Source: an optimization exercise on an open RTL-to-GDS flow (aim: small area, a short achievable clock period and few clock cycles). Production flows keep margins and buffers that such runs may drop. The RTL was checked by simulation tests, not by an equivalence proof against the original design. Power figures rest on the tool's default switching activity, not on a simulated workload.

File: flow/design.v
module F_pipe_reg(input clk_i,
	input rst_i,
	input F_stall_i,
	input F_bubble_i,
	input [63:0] f_predPC_i,
	output reg [63:0] F_predPC_o);
	always@ (posedge clk_i) begin
		if(rst_i | F_bubble_i) begin
			F_predPC_o <= 64'd0;
		end
		else if(~F_stall_i) begin
			F_predPC_o <= f_predPC_i;
		end
	end
endmodule
module select_pc(input wire [63:0] F_predPC_i,
	input wire [3:0] M_icode_i,
	input wire M_Cnd_i,
	input wire [63:0] M_valA_i,
	input wire [3:0] W_icode_i,
	input wire [63:0] W_valM_i,
	output reg [63:0] f_pc_o);
	always@ (*) begin
		if(M_icode_i == 4'h7 && !M_Cnd_i) begin
			f_pc_o = M_valA_i;
		end
		else if(W_icode_i == 4'h9) begin
			f_pc_o = W_valM_i;
		end
		else begin
			f_pc_o = F_predPC_i;
		end
	end
endmodule
module fetch (input wire [63:0] f_pc_i,
	input wire [79:0] nw_instr_i,
	output wire [3:0] f_icode_o,
	output wire [3:0] f_ifun_o,
	output wire [3:0] f_rA_o,
	output wire [3:0] f_rB_o,
	output wire [63:0] f_valC_o,
	output wire [63:0] f_valP_o,
	output wire [63:0] f_predPC_o,
	output wire [1:0] f_stat_o);
	wire [79:0] nw_instr = nw_instr_i;
	wire imem_error, instr_valid, valid_reg, valid_valc;
	wire [3:0] imem_icode = nw_instr[7:4];
	wire [3:0] imem_ifun = nw_instr[3:0];
	assign imem_error = (f_pc_i > 64'd1023);
	assign f_icode_o = imem_error ? 4'h1 : imem_icode;
	assign f_ifun_o = imem_error ? 4'h0 : imem_ifun;
	assign valid_reg = (f_icode_o == 4'h3) | (f_icode_o == 4'h4)
		| (f_icode_o == 4'h5) | (f_icode_o == 4'h6)| (f_icode_o == 4'h2)
		| (f_icode_o == 4'hA) | (f_icode_o == 4'hB);
	assign valid_valc = ((f_icode_o == 4'h3) | (f_icode_o == 4'h4)
		|(f_icode_o == 4'h5) | (f_icode_o == 4'h7) | (f_icode_o == 4'h8));
	assign f_rA_o = valid_reg ? nw_instr[15:12] : 4'hf;
	assign f_rB_o = valid_reg ? nw_instr[11:8] : 4'hf;
	assign f_valC_o = valid_reg ? nw_instr[79:16] : nw_instr[71:8];
	assign f_valP_o = f_pc_i + 64'd1 + {63'd0, valid_reg} + {60'd0, valid_valc, 3'd0};
	assign f_predPC_o = (f_icode_o == 4'h7 || f_icode_o == 4'h8) ? f_valC_o : f_valP_o;
	assign instr_valid = (f_icode_o <= 4'hb);
	assign f_stat_o = imem_error ? 2'd2 : (!instr_valid) ? 2'd3 : (f_icode_o == 4'h0) ? 2'd1 : 2'd0;
endmodule
module fetch_D_pipe_reg(input wire clk_i,
	input wire D_stall_i,
	input wire D_bubble_i,
	input wire [1:0] f_stat_i,
	input wire [63:0] f_pc_i,
	input wire [3:0] f_icode_i,
	input wire [3:0] f_ifun_i,
	input wire [3:0] f_rA_i,
	input wire [3:0] f_rB_i,
	input wire [63:0] f_valC_i,
	input wire [63:0] f_valP_i,
	output reg [1:0] D_stat_o,
	output reg [63:0] D_pc_o,
	output reg [3:0] D_icode_o,
	output reg [3:0] D_ifun_o,
	output reg [3:0] D_rA_o,
	output reg [3:0] D_rB_o,
	output reg [63:0] D_valC_o,
	output reg [63:0] D_valP_o);
	always@ (posedge clk_i) begin
		if(D_bubble_i) begin
			D_stat_o <= 2'd0;
			D_pc_o <= 64'd0;
			D_icode_o <= 4'h1;
			D_ifun_o <= 4'd0;
			D_rA_o <= 4'hf;
			D_rB_o <= 4'hf;
			D_valC_o <= 64'd0;
			D_valP_o <= 64'd0;
		end
		else if(~D_stall_i) begin
			D_stat_o <= f_stat_i;
			D_pc_o <= f_pc_i;
			D_icode_o <= f_icode_i;
			D_ifun_o <= f_ifun_i;
			D_rA_o <= f_rA_i;
			D_rB_o <= f_rB_i;
			D_valC_o <= f_valC_i;
			D_valP_o <= f_valP_i;
		end
	end
endmodule
module sel_fwd(input wire [3:0] D_icode_i,
	input wire [63:0] D_valP_i,
	input wire [3:0] d_srcA_i,
	input wire [3:0] e_dstE_i,
	input wire [63:0] e_valE_i,
	input wire [3:0] M_dstM_i,
	input wire [63:0] m_valM_i,
	input wire [3:0] M_dstE_i,
	input wire [63:0] M_valE_i,
	input wire [3:0] W_dstM_i,
	input wire [63:0] W_valM_i,
	input wire [3:0] W_dstE_i,
	input wire [63:0] W_valE_i,
	input wire [63:0] d_rvalA_i,
	output wire [63:0] fwdA_valA_o);
	assign fwdA_valA_o = ((D_icode_i == 4'h8 || D_icode_i == 4'h7)
		? D_valP_i : (d_srcA_i == 4'hf)
		? d_rvalA_i : (d_srcA_i == e_dstE_i)
		? e_valE_i : (d_srcA_i == M_dstM_i)
		? m_valM_i : (d_srcA_i == M_dstE_i)
		? M_valE_i : (d_srcA_i == W_dstM_i)
		? W_valM_i : (d_srcA_i == W_dstE_i)
		? W_valE_i : d_rvalA_i);
endmodule
module fwd(input wire [3:0] d_srcB_i,
	input wire [3:0] e_dstE_i,
	input wire [63:0] e_valE_i,
	input wire [3:0] M_dstM_i,
	input wire [63:0] m_valM_i,
	input wire [3:0] M_dstE_i,
	input wire [63:0] M_valE_i,
	input wire [3:0] W_dstM_i,
	input wire [63:0] W_valM_i,
	input wire [3:0] W_dstE_i,
	input wire [63:0] W_valE_i,
	input wire [63:0] d_rvalB_i,
	output wire [63:0] fwdB_valB_o);
	assign fwdB_valB_o = ((d_srcB_i == 4'hf)
		? d_rvalB_i : (d_srcB_i == e_dstE_i)
		? e_valE_i : (d_srcB_i == M_dstM_i)
		? m_valM_i : (d_srcB_i == M_dstE_i)
		? M_valE_i : (d_srcB_i == W_dstM_i)
		? W_valM_i : (d_srcB_i == W_dstE_i)
		? W_valE_i : d_rvalB_i);
endmodule
module access_register_file(input wire clk_i,
	input wire [3:0] D_icode_i,
	input wire [63:0] D_valP_i,
	input wire [3:0] e_dstE_i,
	input wire [63:0] e_valE_i,
	input wire [3:0] M_dstM_i,
	input wire [63:0] m_valM_i,
	input wire [3:0] M_dstE_i,
	input wire [63:0] M_valE_i,
	input wire [3:0] W_dstM_i,
	input wire [63:0] W_valM_i,
	input wire [3:0] W_dstE_i,
	input wire [63:0] W_valE_i,
	input wire [3:0] d_srcA_i,
	input wire [3:0] d_srcB_i,
	output wire [63:0] d_valA_o,
	output wire [63:0] d_valB_o);
	reg [63:0] reg_file [14:0];
	wire [63:0] d_rvalA;
	wire [63:0] d_rvalB;
	assign d_rvalA = (d_srcA_i == 4'hf) ? 64'd0 : reg_file[d_srcA_i];
	assign d_rvalB = (d_srcB_i == 4'hf) ? 64'd0 : reg_file[d_srcB_i];
	sel_fwd fwd_A(.D_icode_i(D_icode_i),
		.D_valP_i(D_valP_i),
		.d_srcA_i(d_srcA_i),
		.e_dstE_i(e_dstE_i),
		.e_valE_i(e_valE_i),
		.M_dstM_i(M_dstM_i),
		.m_valM_i(m_valM_i),
		.M_dstE_i(M_dstE_i),
		.M_valE_i(M_valE_i),
		.W_dstM_i(W_dstM_i),
		.W_valM_i(W_valM_i),
		.W_dstE_i(W_dstE_i),
		.W_valE_i(W_valE_i),
		.d_rvalA_i(d_rvalA),
		.fwdA_valA_o(d_valA_o));
	fwd fwd_B(.d_srcB_i(d_srcB_i),
		.e_dstE_i(e_dstE_i),
		.e_valE_i(e_valE_i),
		.M_dstM_i(M_dstM_i),
		.m_valM_i(m_valM_i),
		.M_dstE_i(M_dstE_i),
		.M_valE_i(M_valE_i),
		.W_dstM_i(W_dstM_i),
		.W_valM_i(W_valM_i),
		.W_dstE_i(W_dstE_i),
		.W_valE_i(W_valE_i),
		.d_rvalB_i(d_rvalB),
		.fwdB_valB_o(d_valB_o));
	always@ (posedge clk_i) begin
		if(W_dstE_i != 4'hf) begin
			reg_file[W_dstE_i] <= W_valE_i;
		end
		if(W_dstM_i != 4'hf) begin
			reg_file[W_dstM_i] <= W_valM_i;
		end
	end
endmodule
module decode(input wire clk_i,
	input wire [3:0] D_icode_i,
	input wire [3:0] D_rA_i,
	input wire [3:0] D_rB_i,
	input wire [63:0] D_valP_i,
	input wire [3:0] e_dstE_i,
	input wire [63:0] e_valE_i,
	input wire [3:0] M_dstM_i,
	input wire [63:0] m_valM_i,
	input wire [3:0] M_dstE_i,
	input wire [63:0] M_valE_i,
	input wire [3:0] W_dstM_i,
	input wire [63:0] W_valM_i,
	input wire [3:0] W_dstE_i,
	input wire [63:0] W_valE_i,
	output wire [63:0] d_valA_o,
	output wire [63:0] d_valB_o,
	output wire [3:0] d_dstE_o,
	output wire [3:0] d_dstM_o,
	output wire [3:0] d_srcA_o,
	output wire [3:0] d_srcB_o);
	assign d_srcA_o = (D_icode_i == 4'h2 || D_icode_i == 4'h4 || D_icode_i == 4'h6 || D_icode_i == 4'hA)
		 ? D_rA_i : (D_icode_i == 4'hB || D_icode_i == 4'h9)
		 ? 4'h4 : 4'hf;
	assign d_srcB_o = (D_icode_i == 4'h6 || D_icode_i == 4'h4 || D_icode_i == 4'h5)
		 ? D_rB_i : (D_icode_i == 4'h8 || D_icode_i == 4'hA || D_icode_i == 4'hB || D_icode_i == 4'h9)
		 ? 4'h4 : 4'hf;
	assign d_dstE_o = (D_icode_i == 4'h2 || D_icode_i == 4'h3 || D_icode_i == 4'h6)
		 ? D_rB_i : (D_icode_i == 4'hA || D_icode_i == 4'hB || D_icode_i == 4'h8 || D_icode_i == 4'h9)
		 ? 4'h4 : 4'hf;
	assign d_dstM_o = (D_icode_i == 4'h5 || D_icode_i == 4'hB) ? D_rA_i : 4'hf;
	access_register_file acc_reg_file(.clk_i(clk_i),
		.D_icode_i(D_icode_i),
		.D_valP_i(D_valP_i),
		.e_dstE_i(e_dstE_i),
		.e_valE_i(e_valE_i),
		.M_dstM_i(M_dstM_i),
		.m_valM_i(m_valM_i),
		.M_dstE_i(M_dstE_i),
		.M_valE_i(M_valE_i),
		.W_dstM_i(W_dstM_i),
		.W_valM_i(W_valM_i),
		.W_dstE_i(W_dstE_i),
		.W_valE_i(W_valE_i),
		.d_srcA_i(d_srcA_o),
		.d_srcB_i(d_srcB_o),
		.d_valA_o(d_valA_o),
		.d_valB_o(d_valB_o));
endmodule
module decode_E_pipe_reg(input wire clk_i,
	input wire E_stall_i,
	input wire E_bubble_i,
	input wire [1:0] d_stat_i,
	input wire [63:0] d_pc_i,
	input wire [3:0] d_icode_i,
	input wire [3:0] d_ifun_i,
	input wire [63:0] d_valC_i,
	input wire [63:0] d_valA_i,
	input wire [63:0] d_valB_i,
	input wire [3:0] d_dstE_i,
	input wire [3:0] d_dstM_i,
	input wire [3:0] d_srcA_i,
	input wire [3:0] d_srcB_i,
	output reg [1:0] E_stat_o,
	output reg [63:0] E_pc_o,
	output reg [3:0] E_icode_o,
	output reg [3:0] E_ifun_o,
	output reg [63:0] E_valC_o,
	output reg [63:0] E_valA_o,
	output reg [63:0] E_valB_o,
	output reg [3:0] E_dstE_o,
	output reg [3:0] E_dstM_o,
	output reg [3:0] E_srcA_o,
	output reg [3:0] E_srcB_o);
	always@ (posedge clk_i) begin
		if(E_bubble_i) begin
			E_stat_o <= 2'd0;
			E_pc_o <= 64'd0;
			E_icode_o <= 4'h1;
			E_ifun_o <= 4'd0;
			E_valC_o <= 64'd0;
			E_valA_o <= 64'd0;
			E_valB_o <= 64'd0;
			E_dstE_o <= 4'hf;
			E_dstM_o <= 4'hf;
			E_srcA_o <= 4'hf;
			E_srcB_o <= 4'hf;
		end
		else if(~E_stall_i) begin
			E_stat_o <= d_stat_i;
			E_pc_o <= d_pc_i;
			E_icode_o <= d_icode_i;
			E_ifun_o <= d_ifun_i;
			E_valC_o <= d_valC_i;
			E_valA_o <= d_valA_i;
			E_valB_o <= d_valB_i;
			E_dstE_o <= d_dstE_i;
			E_dstM_o <= d_dstM_i;
			E_srcA_o <= d_srcA_i;
			E_srcB_o <= d_srcB_i;
		end
	end
endmodule
module execute(input wire clk_i,
	input wire rst_i,
	input wire [3:0] E_icode_i,
	input wire [3:0] E_ifun_i,
	input wire [63:0] E_valA_i,
	input wire [63:0] E_valB_i,
	input wire [63:0] E_valC_i,
	input wire [3:0] E_dstE_i,
	input wire [1:0] m_stat_i,
	input wire [1:0] W_stat_i,
	output wire [63:0] e_valE_o,
	output wire [3:0] e_dstE_o,
	output wire e_Cnd_o);
	wire [63:0] aluA;
	wire [63:0] aluB;
	wire [3:0] alu_fun;
	wire [2:0] nw_cc;
	wire set_cc;
	reg [2:0] cc;
	wire zf = cc[2];
	wire sf = cc[1];
	wire of = cc[0];
	assign aluA = (E_icode_i == 4'h2 || E_icode_i == 4'h6)
		 ? E_valA_i : (E_icode_i == 4'h3 || E_icode_i == 4'h4 || E_icode_i == 4'h5)
		 ? E_valC_i : (E_icode_i == 4'h8 || E_icode_i == 4'hA)
		 ? -64'd8 : (E_icode_i == 4'h9 || E_icode_i == 4'hB) ? 64'd8 : 64'd0;
	assign aluB = (E_icode_i == 4'h4 || E_icode_i == 4'h5 || E_icode_i == 4'h6 || E_icode_i == 4'h8
		 || E_icode_i == 4'hA || E_icode_i == 4'h9 || E_icode_i == 4'hB)
		 ? E_valB_i : 64'd0;
	assign alu_fun = (E_icode_i == 4'h6) ? E_ifun_i : 4'h0;
	assign e_valE_o = (alu_fun == 4'h1)
		 ? (aluB - aluA) : (alu_fun == 4'h2)
		 ? (aluB & aluA) : (alu_fun == 4'h3)
		 ? (aluB ^ aluA) : (aluB + aluA);
	assign nw_cc = {(e_valE_o == 64'd0), e_valE_o[63],
		(alu_fun == 4'h0 && aluA[63] == aluB[63] && aluA[63] != e_valE_o[63]) ||
		(alu_fun == 4'h1 && aluA[63] != aluB[63] && aluB[63] != e_valE_o[63])};
	assign set_cc = (E_icode_i == 4'h6) && (m_stat_i == 2'd0) && (W_stat_i == 2'd0);
	always@ (posedge clk_i) begin
		if(rst_i) begin
			cc <= 3'b100;
		end
		else if(set_cc) begin
			cc <= nw_cc;
		end
	end
	assign e_Cnd_o =
		(E_ifun_i == 4'h0) |
		(E_ifun_i == 4'h1 & ((sf ^ of) | zf)) |
		(E_ifun_i == 4'h2 & (sf ^ of)) |
		(E_ifun_i == 4'h3 & zf) |
		(E_ifun_i == 4'h4 & ~zf) |
		(E_ifun_i == 4'h5 & ~(sf ^ of)) |
		(E_ifun_i == 4'h6 & (~(sf ^ of) & ~zf));
	assign e_dstE_o = (E_icode_i == 4'h2 && !e_Cnd_o) ? 4'hf : E_dstE_i;
endmodule
module execute_M_pipe_reg(input wire clk_i,
	input wire M_stall_i,
	input wire M_bubble_i,
	input wire [1:0] e_stat_i,
	input wire [63:0] e_pc_i,
	input wire [3:0] e_icode_i,
	input wire [3:0] e_ifun_i,
	input wire e_Cnd_i,
	input wire [63:0] e_valE_i,
	input wire [63:0] e_valA_i,
	input wire [3:0] e_dstE_i,
	input wire [3:0] e_dstM_i,
	output reg [1:0] M_stat_o,
	output reg [63:0] M_pc_o,
	output reg [3:0] M_icode_o,
	output reg [3:0] M_ifun_o,
	output reg M_Cnd_o,
	output reg [63:0] M_valE_o,
	output reg [63:0] M_valA_o,
	output reg [3:0] M_dstE_o,
	output reg [3:0] M_dstM_o);
	always@ (posedge clk_i) begin
		if(M_bubble_i) begin
			M_stat_o <= 2'd0;
			M_pc_o <= 64'd0;
			M_icode_o <= 4'h1;
			M_ifun_o <= 4'd0;
			M_Cnd_o <= 1'd0;
			M_valE_o <= 64'd0;
			M_valA_o <= 64'd0;
			M_dstE_o <= 4'hf;
			M_dstM_o <= 4'hf;
		end
		else if(~M_stall_i) begin
			M_stat_o <= e_stat_i;
			M_pc_o <= e_pc_i;
			M_icode_o <= e_icode_i;
			M_ifun_o <= e_ifun_i;
			M_Cnd_o <= e_Cnd_i;
			M_valE_o <= e_valE_i;
			M_valA_o <= e_valA_i;
			M_dstE_o <= e_dstE_i;
			M_dstM_o <= e_dstM_i;
		end
	end
endmodule
module memory_access(input wire clk_i,
	input wire [3:0] M_icode_i,
	input wire [63:0] M_valE_i,
	input wire [63:0] M_valA_i,
	input wire [1:0] M_stat_i,
	input wire [63:0] dmem_rdata_i,
	output wire [63:0] m_valM_o,
	output wire [1:0] m_stat_o,
	output wire [63:0] dmem_addr_o,
	output wire [63:0] dmem_wdata_o,
	output wire dmem_wen_o);
	reg r_en;
	reg w_en;
	reg [63:0] mem_addr;
	wire dmem_error;
	always@ (*) begin
		case (M_icode_i)
			4'h4, 4'hA, 4'h8: begin
				r_en = 1'b0;
				w_en = 1'b1;
				mem_addr = M_valE_i;
			end
			4'h5: begin
				r_en = 1'b1;
				w_en = 1'b0;
				mem_addr = M_valE_i;
			end
			4'hB, 4'h9: begin
				r_en = 1'b1;
				w_en = 1'b0;
				mem_addr = M_valA_i;
			end
			default: begin
				r_en = 1'b0;
				w_en = 1'b0;
				mem_addr = 64'd0;
			end
		endcase
	end
	assign dmem_error = (r_en | w_en) && (mem_addr > 64'd1016);
	assign m_stat_o = (dmem_error) ? 2'd2 : M_stat_i;
	assign dmem_addr_o = mem_addr;
	assign dmem_wdata_o = M_valA_i;
	assign dmem_wen_o = w_en & ~dmem_error;
	assign m_valM_o = r_en ? dmem_rdata_i : 64'd0;
endmodule
module memory_access_W_pipe_reg(input wire clk_i,
	input wire W_stall_i,
	input wire W_bubble_i,
	input wire [1:0] m_stat_i,
	input wire [63:0] m_pc_i,
	input wire [3:0] m_icode_i,
	input wire [63:0] M_valE_i,
	input wire [63:0] m_valM_i,
	input wire [3:0] M_dstE_i,
	input wire [3:0] M_dstM_i,
	output reg [1:0] W_stat_o,
	output reg [63:0] W_pc_o,
	output reg [3:0] W_icode_o,
	output reg [63:0] W_valE_o,
	output reg [63:0] W_valM_o,
	output reg [3:0] W_dstE_o,
	output reg [3:0] W_dstM_o);
	always@ (posedge clk_i) begin
		if(W_bubble_i) begin
			W_stat_o <= 2'd0;
			W_pc_o <= 64'h0;
			W_icode_o <= 4'h1;
			W_valE_o <= 64'h0;
			W_valM_o <= 64'h0;
			W_dstE_o <= 4'hf;
			W_dstM_o <= 4'hf;
		end
		else if(~W_stall_i) begin
			W_stat_o <= m_stat_i;
			W_pc_o <= m_pc_i;
			W_icode_o <= m_icode_i;
			W_valE_o <= M_valE_i;
			W_valM_o <= m_valM_i;
			W_dstE_o <= M_dstE_i;
			W_dstM_o <= M_dstM_i;
		end
	end
endmodule
module control(input wire rst_i,
	input wire [3:0] D_icode_i,
	input wire [3:0] d_srcA_i,
	input wire [3:0] d_srcB_i,
	input wire [3:0] E_icode_i,
	input wire [3:0] E_dstM_i,
	input wire e_Cnd_i,
	input wire [3:0] M_icode_i,
	input wire [1:0] m_stat_i,
	input wire [1:0] W_stat_i,
	output wire F_stall_o,
	output wire F_bubble_o,
	output wire D_bubble_o,
	output wire D_stall_o,
	output wire E_bubble_o,
	output wire E_stall_o,
	output wire M_bubble_o,
	output wire M_stall_o,
	output wire W_bubble_o,
	output wire W_stall_o);
	wire load_use = (E_icode_i == 4'h5 || E_icode_i == 4'hB) && (E_dstM_i == d_srcA_i || E_dstM_i == d_srcB_i);
	wire ret_in_flight = (D_icode_i == 4'h9 || E_icode_i == 4'h9 || M_icode_i == 4'h9);
	wire mispredict = (E_icode_i == 4'h7) && (~e_Cnd_i);
	assign F_bubble_o = rst_i;
	assign F_stall_o = load_use || ret_in_flight;
	assign D_stall_o = load_use;
	assign D_bubble_o = rst_i || mispredict || (~load_use && ret_in_flight);
	assign E_stall_o = 1'b0;
	assign E_bubble_o = rst_i || mispredict || load_use;
	assign M_stall_o = 1'b0;
	assign M_bubble_o = rst_i || (m_stat_i != 2'd0) || (W_stat_i != 2'd0);
	assign W_stall_o = (W_stat_i != 2'd0);
	assign W_bubble_o = rst_i;
endmodule
module y86_pipe(input wire clk,
	input wire rst,
	output wire [63:0] imem_addr,
	input wire [79:0] imem_data,
	output wire [63:0] dmem_addr,
	output wire [63:0] dmem_wdata,
	output wire dmem_wen,
	input wire [63:0] dmem_rdata,
	output wire [1:0] stat);
	wire F_stall;
	wire F_bubble;
	wire [63:0] F_predPC;
	wire [63:0] f_pc;
	wire [1:0] f_stat;
	wire [3:0] f_icode;
	wire [3:0] f_ifun;
	wire [3:0] f_rA;
	wire [3:0] f_rB;
	wire [63:0] f_valC;
	wire [63:0] f_valP;
	wire [63:0] f_predPC;
	wire D_stall;
	wire D_bubble;
	wire [1:0] D_stat;
	wire [63:0] D_pc;
	wire [3:0] D_icode;
	wire [3:0] D_ifun;
	wire [3:0] D_rA;
	wire [3:0] D_rB;
	wire [63:0] D_valC;
	wire [63:0] D_valP;
	wire [63:0] d_valA;
	wire [63:0] d_valB;
	wire [3:0] d_dstE;
	wire [3:0] d_dstM;
	wire [3:0] d_srcA;
	wire [3:0] d_srcB;
	wire E_stall;
	wire E_bubble;
	wire [1:0] E_stat;
	wire [63:0] E_pc;
	wire [3:0] E_icode;
	wire [3:0] E_ifun;
	wire [63:0] E_valC;
	wire [63:0] E_valA;
	wire [63:0] E_valB;
	wire [3:0] E_dstE;
	wire [3:0] E_dstM;
	wire [3:0] E_srcA;
	wire [3:0] E_srcB;
	wire [63:0] e_valE;
	wire [3:0] e_dstE;
	wire e_Cnd;
	wire M_stall;
	wire M_bubble;
	wire M_Cnd;
	wire [1:0] M_stat;
	wire [63:0] M_pc;
	wire [3:0] M_icode;
	wire [3:0] M_ifun;
	wire [63:0] M_valE;
	wire [63:0] M_valA;
	wire [3:0] M_dstE;
	wire [3:0] M_dstM;
	wire [63:0] m_valM;
	wire [1:0] m_stat;
	wire W_stall;
	wire W_bubble;
	wire [1:0] W_stat;
	wire [63:0] W_pc;
	wire [3:0] W_icode;
	wire [63:0] W_valE;
	wire [63:0] W_valM;
	wire [3:0] W_dstE;
	wire [3:0] W_dstM;
	F_pipe_reg F_stage(
		.clk_i(clk),
		.rst_i(rst),
		.F_stall_i(F_stall),
		.F_bubble_i(F_bubble),
		.f_predPC_i(f_predPC),
		.F_predPC_o(F_predPC)
	);
	select_pc select_stage(
		.F_predPC_i(F_predPC),
		.M_icode_i(M_icode),
		.M_Cnd_i(M_Cnd),
		.M_valA_i(M_valA),
		.W_icode_i(W_icode),
		.W_valM_i(W_valM),
		.f_pc_o(f_pc)
	);
	assign imem_addr = f_pc;
	fetch fetch_stage(
		.f_pc_i(f_pc),
		.nw_instr_i(imem_data),
		.f_icode_o(f_icode),
		.f_ifun_o(f_ifun),
		.f_rA_o(f_rA),
		.f_rB_o(f_rB),
		.f_valC_o(f_valC),
		.f_valP_o(f_valP),
		.f_predPC_o(f_predPC),
		.f_stat_o(f_stat)
	);
	fetch_D_pipe_reg f_D_stage(
		.clk_i(clk),
		.D_stall_i(D_stall),
		.D_bubble_i(D_bubble),
		.f_stat_i(f_stat),
		.f_pc_i(f_pc),
		.f_icode_i(f_icode),
		.f_ifun_i(f_ifun),
		.f_rA_i(f_rA),
		.f_rB_i(f_rB),
		.f_valC_i(f_valC),
		.f_valP_i(f_valP),
		.D_stat_o(D_stat),
		.D_pc_o(D_pc),
		.D_icode_o(D_icode),
		.D_ifun_o(D_ifun),
		.D_rA_o(D_rA),
		.D_rB_o(D_rB),
		.D_valC_o(D_valC),
		.D_valP_o(D_valP)
	);
	decode decode_stage(
		.clk_i(clk),
		.D_icode_i(D_icode),
		.D_rA_i(D_rA),
		.D_rB_i(D_rB),
		.D_valP_i(D_valP),
		.e_dstE_i(e_dstE),
		.e_valE_i(e_valE),
		.M_dstM_i(M_dstM),
		.m_valM_i(m_valM),
		.M_dstE_i(M_dstE),
		.M_valE_i(M_valE),
		.W_dstM_i(W_dstM),
		.W_valM_i(W_valM),
		.W_dstE_i(W_dstE),
		.W_valE_i(W_valE),
		.d_valA_o(d_valA),
		.d_valB_o(d_valB),
		.d_dstE_o(d_dstE),
		.d_dstM_o(d_dstM),
		.d_srcA_o(d_srcA),
		.d_srcB_o(d_srcB)
	);
	decode_E_pipe_reg d_E_stage(.clk_i(clk),
		.E_stall_i(E_stall),
		.E_bubble_i(E_bubble),
		.d_stat_i(D_stat),
		.d_pc_i(D_pc),
		.d_icode_i(D_icode),
		.d_ifun_i(D_ifun),
		.d_valC_i(D_valC),
		.d_valA_i(d_valA),
		.d_valB_i(d_valB),
		.d_dstE_i(d_dstE),
		.d_dstM_i(d_dstM),
		.d_srcA_i(d_srcA),
		.d_srcB_i(d_srcB),
		.E_stat_o(E_stat),
		.E_pc_o(E_pc),
		.E_icode_o(E_icode),
		.E_ifun_o(E_ifun),
		.E_valC_o(E_valC),
		.E_valA_o(E_valA),
		.E_valB_o(E_valB),
		.E_dstE_o(E_dstE),
		.E_dstM_o(E_dstM),
		.E_srcA_o(E_srcA),
		.E_srcB_o(E_srcB));
	execute execute_stage(.clk_i(clk),
		.rst_i(rst),
		.E_icode_i(E_icode),
		.E_ifun_i(E_ifun),
		.E_valA_i(E_valA),
		.E_valB_i(E_valB),
		.E_valC_i(E_valC),
		.E_dstE_i(E_dstE),
		.m_stat_i(m_stat),
		.W_stat_i(W_stat),
		.e_valE_o(e_valE),
		.e_dstE_o(e_dstE),
		.e_Cnd_o(e_Cnd));
	execute_M_pipe_reg e_M_stage(.clk_i(clk),
		.M_stall_i(M_stall),
		.M_bubble_i(M_bubble),
		.e_stat_i(E_stat),
		.e_pc_i(E_pc),
		.e_icode_i(E_icode),
		.e_ifun_i(E_ifun),
		.e_Cnd_i(e_Cnd),
		.e_valE_i(e_valE),
		.e_valA_i(E_valA),
		.e_dstE_i(e_dstE),
		.e_dstM_i(E_dstM),
		.M_stat_o(M_stat),
		.M_pc_o(M_pc),
		.M_icode_o(M_icode),
		.M_ifun_o(M_ifun),
		.M_Cnd_o(M_Cnd),
		.M_valE_o(M_valE),
		.M_valA_o(M_valA),
		.M_dstE_o(M_dstE),
		.M_dstM_o(M_dstM));
	memory_access memory_stage(.clk_i(clk),
		.M_icode_i(M_icode),
		.M_valE_i(M_valE),
		.M_valA_i(M_valA),
		.M_stat_i(M_stat),
		.dmem_rdata_i(dmem_rdata),
		.m_valM_o(m_valM),
		.m_stat_o(m_stat),
		.dmem_addr_o(dmem_addr),
		.dmem_wdata_o(dmem_wdata),
		.dmem_wen_o(dmem_wen));
	memory_access_W_pipe_reg m_W_stage(.clk_i(clk),
		.W_stall_i(W_stall),
		.W_bubble_i(W_bubble),
		.m_stat_i(m_stat),
		.m_pc_i(M_pc),
		.m_icode_i(M_icode),
		.M_valE_i(M_valE),
		.m_valM_i(m_valM),
		.M_dstE_i(M_dstE),
		.M_dstM_i(M_dstM),
		.W_stat_o(W_stat),
		.W_pc_o(W_pc),
		.W_icode_o(W_icode),
		.W_valE_o(W_valE),
		.W_valM_o(W_valM),
		.W_dstE_o(W_dstE),
		.W_dstM_o(W_dstM));
	control control_unit(.rst_i(rst),
		.D_icode_i(D_icode),
		.d_srcA_i(d_srcA),
		.d_srcB_i(d_srcB),
		.E_icode_i(E_icode),
		.E_dstM_i(E_dstM),
		.e_Cnd_i(e_Cnd),
		.M_icode_i(M_icode),
		.m_stat_i(m_stat),
		.W_stat_i(W_stat),
		.F_stall_o(F_stall),
		.F_bubble_o(F_bubble),
		.D_bubble_o(D_bubble),
		.D_stall_o(D_stall),
		.E_bubble_o(E_bubble),
		.E_stall_o(E_stall),
		.M_bubble_o(M_bubble),
		.M_stall_o(M_stall),
		.W_bubble_o(W_bubble),
		.W_stall_o(W_stall));
	assign stat = W_stat;
endmodule
File: flow/run.sh
#!/bin/bash
# synth_recipe.tcl (not shown) runs the flow's synth.tcl, then flattens the netlist and writes it again
# the make line also repeats each setting of config.mk as NAME=value (left out here)
make -C /OpenROAD-flow-scripts/flow DESIGN_CONFIG=/design/flow/config.mk WORK_HOME=/design/flow/orfs CLKGATE_MAP_FILE= SYNTH_SCRIPT=/design/flow/synth_recipe.tcl finish
File: flow/config.mk
export PLATFORM = sky130hd
export DESIGN_NAME = y86_pipe
export DESIGN_NICKNAME = y86_pipe
export VERILOG_FILES = /design/flow/design.v
export SDC_FILE = /design/flow/constraint.sdc
export NUM_CORES = 4
export LEC_CHECK = 0
export CAP_MARGIN = 20
export CORE_MARGIN = 2
export CORE_UTILIZATION = 40
export PLACE_DENSITY = 0.6
export SLEW_MARGIN = 20
File: flow/constraint.sdc
create_clock -name core_clock -period 9.0 [get_ports {clk}]
set_input_delay 1.8000 -clock core_clock [delete_from_list [all_inputs] [get_ports {clk}]]
set_output_delay 1.8000 -clock core_clock [all_outputs]
set_load 0.01 [all_outputs]
==> impl_metrics.tcl <==
set metrics [dict create \
    status "complete, no violations" \
    drt_iter0_markers 15700 \
    cts_hold_buf 0 \
    pwr-share-seq_pct 36.3 \
    drc 0 \
    fp-row-count 186 \
    reg2reg_slack_ps 420 \
    period_needed_ps 8580 \
    drive_gt1_share_pct 17.1 \
    antenna_found_initial 44 \
    seq_area_frac_synth_pct 41.9 \
    cp.depth 21 \
    worst-setup-path-type "register to register" \
    firstDrtPassIters 7 \
    htree_levels 4 \
    clockBufferDepth 3 \
    rsz0062_at_grt "no" \
    skew_ps 71.8 \
    syn-cell-area_mm2 0.103 \
    stdcell_count 14300 \
    hpwl_um 367000 \
    power.density_mw_per_mm2 228 \
    final_util_pct 45.1 \
    crit_family "simple AND/OR/NAND/NOR gates" \
    crit_buf_inv 2 \
    num_vias 98700 \
    start_kind "register" \
    peakVddDrop_mv 0.354 \
    p_int_mw 16.0 \
    numCtsBuffers 187 \
    crit_required_ps 9790 \
    min_period_over_period_pct 95.3 \
    worstRegToRegCells 21 \
    numClockSinks 1668 \
    hp-class "register to register" \
    swShare_pct 39.3 \
    crit_end "execute_stage.cc[2]" \
    die_h_um 511 \
    critPathCaptureType "register" \
    fmax_ghz 0.117 \
    yosysWarnings 9 \
    setup_tns_ps 0 \
    die_w_um 511 \
    grt_max_degree 188 \
    power_switching_mw 10.4 \
    holdWs_ps 432 \
    leakagePower_nw 41.0 \
    wl_um 538000 \
    synthToLayoutAreaGrowth_pct 12.4 \
    r2r-end "execute_stage.cc[2]" \
    async_reset_ff_share_pct 0 \
    combPwrFrac_pct 32.8 \
    synthCells 11200 \
    ys_ff_latch 1668 \
    numPortBuffers 340 \
    cp_common_cell "o21ai_0" \
    vias_per_cell 6.88 \
    slowest_delay_ps 1040 \
    cts_tree "built" \
    reg2reg_from "d_E_stage.E_icode_o[0]" \
    grt_pass1_wl_um 737000 \
    clkSlewWorstSetupHoldPaths_ps 70 \
    slew-limit-headroom_pct 14.2 \
    syn-num-nets 11400 \
    synth-edff-count 960 \
    synth.distinct_cells 104 \
    cts_resized 0 \
    overflow 0 \
    root_buffer "clkbuf_16" \
    core_region_area_mm2 0.256 \
    crit_chain "nand2_1 -> mux2i_1 -> nor2b_1 -> nor2_4 -> buf_4 -> o21ai_0 -> ha_1 -> nand4_1 -> nor4_1 -> a32oi_1 -> a31oi_1 -> o21ai_0 -> buf_4 -> o21ai_0 -> a21boi_0 -> o211ai_1 -> nor4bb_1 -> nand3_1 -> nor4_1 -> nand4_1 -> nand2_1" \
    routedWlPerCell_um 37.5 \
    pwr-share-clk_pct 30.9 \
    post_cts_buffers 0 \
    die_area_mm2 0.261 \
    slew_viol_final 0 \
    drv_cap 0 \
    grt_pass1_vias 92300 \
    hold_violations 0 \
    crit_fanout 19 \
    initial_core_util_pct 40.1 \
    layout.nets 11100 \
    cp.arrival_ps 9370 \
    postSynthAreaPerCell_um2 9.21 \
    placed_cells 14000 \
    finalSetupViolations 0 \
    crit_start "d_E_stage.E_icode_o[0]" \
    worst_path_max_delay_cell "nor4bb_1" \
    grt_util_all_layers_pct 39.4 \
    ys.flop_type "edfxtp_1" \
    clock_latency_ps 900 \
    gp_congestion 1.06 \
    ant_nets 0 \
    io_pins 341 \
    worst_pin_slew_ps 1270 \
]
## worst register-to-register path, delay by kind of cell (launching register included)
family,cells,cell delay (ps)
fa+ha+maj,1,600
compound gates,7,2690
buf+inv,2,490
flops,1,570
simple gates,10,3880
mux,1,260
## layout make-up
class / instances / area (um2)
clock buffers: 268 / 5390
flip-flops and latches: 1668 / 43000
repair buffers: 661 / 6130
fillers: 24400 / 141000
multi-input cells: 8081 / 54900
inverters: 181 / 679
clock inverters: 79 / 1050
diodes: 21 / 52.6
well taps: 3384 / 4230
## synth_stat cells (43+ instances only)
cell type     n  area share (%)
nand3_1     525             2.6
o311ai_0    140             1.2
and2_1       94            0.57
a311oi_1     82            0.70
clkbuf_1   1014             3.7
a211oi_1    368             2.7
o21ai_1      54            0.26
a21oi_1     588             2.9
edfxtp_1    960              28
nand4_1      69            0.42
nand2_1    1577             5.8
xnor2_1     109            0.93
nor2b_1      87            0.53
nor4_1       75            0.46
nor3_1      111            0.54
nor2_1      937             3.4
mux2i_1     178             1.7
mux2_2      974              11
buf_2        52            0.25
a22oi_1      79            0.58
o22ai_1      96            0.58
inv_1       174            0.64
buf_1       139            0.51
dfxtp_1     708              14
mux4_2      131             2.9
o21ai_0     309             1.5
a31oi_1     231             1.4
a22o_1       60            0.51
ha_1        131             1.6
a221oi_1    215             1.8
o211ai_1     74            0.54
and3_1      163            0.99
a21o_1       43            0.31
a32oi_1      75            0.64
## cells in the final DEF, fill, tap and decap left out, types with 101 or more instances in the layout
master              n
a211oi_1          367
mux2i_1           178
nand2_1          1572
clkdlybuf4s50_1   339
nor2_1            917
a221oi_1          215
o21ai_0           302
nor3_1            101
edfxtp_1          960
buf_4             296
ha_1              131
inv_1             173
a21oi_1           586
nand3_1           524
a31oi_1           231
clkbuf_16         190
mux4_2            131
xnor2_1           109
mux2_2            974
dfxtp_1           707
o311ai_0          140
and3_1            163
## state kept, by name, indices dropped and copies added, names as in the netlist, 64 cells and up
name and cells:
decode_stage.acc_reg_file.reg_file 960, e_M_stage.M_valE_o 64, e_M_stage.M_valA_o 64, f_D_stage.D_valC_o 64
F_stage.F_predPC_o 64, m_W_stage.W_valE_o 64, d_E_stage.E_valC_o 64, d_E_stage.E_valA_o 64
m_W_stage.W_valM_o 64, d_E_stage.E_valB_o 64, f_D_stage.D_valP_o 64
## routing by layer
metal	vias up	global-route usage [%]	routed length [um]
met2	7483	58.2	229000
met3	1554	9.20	62200
met5	-	0.164	165
li1	40700	-	-
met1	49000	52.1	208000
met4	18	24.3	38500
## worst min path at each step
stage | start | endpoint | cells past startpoint
floorplan | d_E_stage.E_stat_o[0] | e_M_stage.M_stat_o[0] | 1
global placement | d_E_stage.E_stat_o[0] | e_M_stage.M_stat_o[0] | 1
detailed placement | d_E_stage.E_stat_o[0] | e_M_stage.M_stat_o[0] | 1
CTS | d_E_stage.E_stat_o[0] | e_M_stage.M_stat_o[0] | 1
global route | d_E_stage.E_valA_o[60] | e_M_stage.M_valA_o[60] | 1
finish | d_E_stage.E_stat_o[0] | e_M_stage.M_stat_o[0] | 1
## power by group through the flow
stage                     logic, mW  clock network [mW]  registers [mW]
final                          8.65                8.16            9.56
after detailed placement       8.25                   0            9.69
after CTS                      8.28                8.16            9.53
after floorplan                5.13                   0            9.24
after global routing           8.93                8.45            9.59
after global placement         8.19                   0            9.68
## logic make-up (layout without fill, tap and decap cells)
family	count (synthesis)	in the layout	synth area share, %
mux	1284	1284	15.3
flops	1668	1668	41.9
simple gates	3816	3816	16.5
xor+xnor	130	130	1.11
fa+ha+maj	133	133	1.63
buf+inv	1409	1189	5.35
compound gates	2718	2718	18.2
other cells	0	21	0
## metrics by stage
step	setup slack (ps)	instance area, um2	power, mW
after floorplan	3250	103000	14.4
after global placement	1210	109000	17.9
after detailed placement	1100	109000	17.9
after CTS	755	115000	26.0
after global routing	352	115000	27.0
final	423	115000	26.4
Testbench counts, summed over its fixed seeds: cycles 25,097.

-- afterwards: timing with drivers on the ports --
Ports are ideal in the flow. The routed layout listed here was re-timed in OpenROAD. Step 1: set_driving_cell puts a clkbuf_16 on clk and a buf_2 on each other input, an assumption about the parent block. Step 2, shift: input delay + t, output delay - t, t = (earliest + latest rising clock arrival at the registers) / 2. This alone moves slack from input paths to output paths. a / b / c = ideal / step 1 / step 2; a / b = the first two.
shift t [ns]: 0.967
setup WS [ns]: 0.423 / 0.341 / 0.423
worst register clock-pin slew, ns: 0.07 / 0.07
cell pins on the clock port's net: 1
After both steps setup and hold are still met in this run. The setup slack of this run moves by -0.082 ns with the drivers and by 0.000 ns with both steps.
